This design comes from an exercise in tuning for small area on the open sky130 flow, not from production work. In this exercise RTL edits were held to simulation tests only and were not proved equivalent to the original.

Setup of run A:
Design hamming_window, start of the top module:
module hamming_window #(
    parameter DATA_WIDTH = 16,
    parameter WINDOW_SIZE = 1024
)(
    input wire clk,
    input wire rst_n,
    input wire [DATA_WIDTH-1:0] data_in,
    input wire data_valid,
    output wire [DATA_WIDTH-1:0] data_out,
    output wire data_out_valid
);
reg [9:0]  window_index;
reg [14:0] coeff;
reg [7:0]  slope;
reg [14:0] result_hi;
reg        result_valid;
wire [14:0] prod_hi;
wire [15:0] data_in_n;
wire y1;
inv_m uy1 (.a(data_in[0]), .y(y1));
assign data_in_n[0] = y1;
wire y2;
inv_m uy2 (.a(data_in[1]), .y(y2));
assign data_in_n[1] = y2;
wire y3;
inv_m uy3 (.a(data_in[2]), .y(y3));
assign data_in_n[2] = y3;
wire y4;
inv_m uy4 (.a(data_in[3]), .y(y4));
assign data_in_n[3] = y4;
wire y5;
inv_m uy5 (.a(data_in[4]), .y(y5));
assign data_in_n[4] = y5;
wire y6;
inv_m uy6 (.a(data_in[5]), .y(y6));
assign data_in_n[5] = y6;
wire y7;
inv_m uy7 (.a(data_in[6]), .y(y7));
assign data_in_n[6] = y7;
wire y8;
inv_m uy8 (.a(data_in[7]), .y(y8));
assign data_in_n[7] = y8;
wire y9;
inv_m uy9 (.a(data_in[8]), .y(y9));
assign data_in_n[8] = y9;
wire y10;
  ...
Size in the first run: ~810 cells after synthesis, roughly 49 flip-flops, about 7800 µm² of cells after synthesis.
export LEC_CHECK = 0
export CAP_MARGIN = 20
export CORE_MARGIN = 2
export CORE_UTILIZATION = 60
export CTS_BUF_LIST = sky130_fd_sc_hd__clkbuf_8
export PLACE_DENSITY = 0.7
export SLEW_MARGIN = 20
export SYNTH_HIERARCHICAL = 1
export SYNTH_MEMORY_MAX_BITS = 32768
export SYNTH_MINIMUM_KEEP_SIZE = 0
create_clock -name core_clock -period 10.0 [get_ports {clk}]
standard.sh (not shown) runs the stock make flow with config.mk's settings and CLKGATE_MAP_FILE= SYNTH_SCRIPT=/design/flow/synth_recipe.tcl, a recipe that flattens the netlist after the stock synthesis.
==> flow/flow/run.sh <==
#!/bin/bash
# Layout flow: the standard layout (standard.sh: standard synthesis, floorplan,
# placement, CTS, routing, finish) with one change: the buffers that ORFS puts on
# every input and output port are the smallest buffer, sky130_fd_sc_hd__buf_1,
# instead of ORFS's default choice.  Each tool's full output stays in the ORFS
# log folder (orfs/logs/...); make's own output goes to flow_make.log.
set -euo pipefail
export BUFFER_PORTS_ARGS="-buffer_cell sky130_fd_sc_hd__buf_1"
bash standard.sh finish > flow_make.log 2>&1
#### Input delta (run B over run A)
- PLACE_DENSITY changed from 0.7 to 0.55
- CORE_UTILIZATION changed from 60 to 50
Results
- Status: clock latency reported for the late side of the worst-skew pair parity (run B, run A)
- Die outline area went up by more than 10% going from run A to run B.
- Launching instance or port of the critical path = data_in[0]: run B; launching instance or port of the critical path = data_in[10]: run A
- On final cell count, the higher figure sits with run B, not run A.
- Re clock-buffer cell count: no difference whatsoever between run A and run B.
- When the final numbers for run A and run B were put side by side, the global-route wire length before repair turned out to be greater in run A.
- Multi-input gate share of the layout cell area: run B vs run A, no meaningful difference
- | clock-pin slew on the worst setup and hold paths | run A vs run B | ≈ equal |
- Summed instance area of the synthesized netlist: run B vs run A, no meaningful difference
- Diff run B..run A | sequential share of layout area | negligible
diff inputs: run B => run C
- CORE_UTILIZATION now 60, was 50
- PLACE_DENSITY now 0.7, was 0.55
- CTS_BUF_LIST no longer set, was sky130_fd_sc_hd__clkbuf_8
==> flow/run.sh (new file) <==
#!/bin/bash
# synth_recipe.tcl (not shown) runs the flow's synth.tcl, then flattens the netlist and writes it again
# the make line also repeats each setting of config.mk as NAME=value (left out here)
make -C /OpenROAD-flow-scripts/flow DESIGN_CONFIG=/design/flow/config.mk WORK_HOME=/design/flow/orfs CLKGATE_MAP_FILE= SYNTH_SCRIPT=/design/flow/synth_recipe.tcl finish
removed: flow/flow/run.sh
removed: flow/standard.sh
==> comparison <==
Between run B and run C, the flow reports final cell count decreasing slightly.
Run C vs run B, final wirelength went up by 4.5%.
Compared to run B, run C has number of non-clock buffers 3.2% higher.
Of run C and run B, run C shows the lower worst path setup slack after routing, with run B above it.
Final design instance area without fill (lower): run B
The max-capacitance violation count on run C is in line with that on run B.
Comparing run C against run B, there is no change at all in remaining routing DRC violations.

* * *

Another version of the RTL of hamming_window (not shown whole).
For scale: about 910 cells after synthesis, about 49 flip-flops, roughly 36 I/O pins, ~8200 µm² of cells after synthesis.
clock: 10.0 ns
lec_check: 0
cap_margin: 20
core_margin: 2
core_utilization: 65
place_density: 0.75
slew_margin: 20
synth_hierarchical: 1
synth_memory_max_bits: 32768
synth_minimum_keep_size: 0
run.sh (not shown) runs the stock make flow with config.mk's settings and CLKGATE_MAP_FILE= SYNTH_SCRIPT=/design/flow/synth_recipe.tcl, a recipe that flattens the netlist after the stock synthesis.
Stock flow here: none of the scripts above is used.
The first run went through all stages and came out clean.
Edit:
==> flow/flow/run.sh (new file) <==
#!/bin/bash
# Layout flow: the standard layout (standard.sh: standard synthesis, floorplan,
# placement, CTS, routing, finish) with one change: the buffers that ORFS puts on
# every input and output port are the smallest buffer, sky130_fd_sc_hd__buf_1,
# instead of ORFS's default choice.  Each tool's full output stays in the ORFS
# log folder (orfs/logs/...); make's own output goes to flow_make.log.
set -euo pipefail
export BUFFER_PORTS_ARGS="-buffer_cell sky130_fd_sc_hd__buf_1"
bash standard.sh finish > flow_make.log 2>&1
==> flow/standard.sh (new file) <==
#!/bin/bash
# synth_recipe.tcl (not shown) runs the flow's synth.tcl, then flattens the netlist and writes it again
# the make line also repeats each setting of config.mk as NAME=value (left out here)
make -C /OpenROAD-flow-scripts/flow DESIGN_CONFIG=/design/flow/config.mk WORK_HOME=/design/flow/orfs CLKGATE_MAP_FILE= SYNTH_SCRIPT=/design/flow/synth_recipe.tcl "${@:-finish}"
removed: flow/run.sh
Outcome: Die area stays the same. Via count went down by 2.4%. Worst setup slack is better by 0.45 ns. Routed wire length went down by 0.56%. Hold slack barely changes. Register-to-register slack is better by 0.24 ns. Final area went down by 2.3%. Synthesized area is unchanged. Cell count barely changes.

[re-timing with driven ports]
The flow's constraints put no driver on any port. The routed layouts listed below were extracted and timed again, unchanged, in two steps. Step 1 sets driving cells, clkbuf_16 on the clock port and buf_2 on the other inputs (assumed; they add their load-dependent delay and slew). Step 2 moves the port delays by t, midway between the first and last clock arrival at a register: inputs arrive t later, outputs are due t later. That takes back most of the time a late clock gives input paths. Three values: no drivers, after step 1, after step 2; two values: the first two.
run	t, ns	setup slack, ns	slew at the worst register clock pin (ns)
run A	0.352	1.740 / 1.746 / 1.393	0.11 / 0.11
run B	0.339	1.740 / 1.748 / 1.409	0.11 / 0.11
run C	0.335	1.316 / 1.327 / 0.992	0.08 / 0.08
the first run of note 2	0.332	1.605 / 1.619 / 1.287	0.09 / 0.09
the second run of note 2	0.333	2.053 / 2.069 / 1.736	0.08 / 0.08
After both steps every run listed still meets setup and hold. For run A, which loses most, drivers alone change the setup slack by +0.006 ns; drivers and shift together by -0.347 ns.
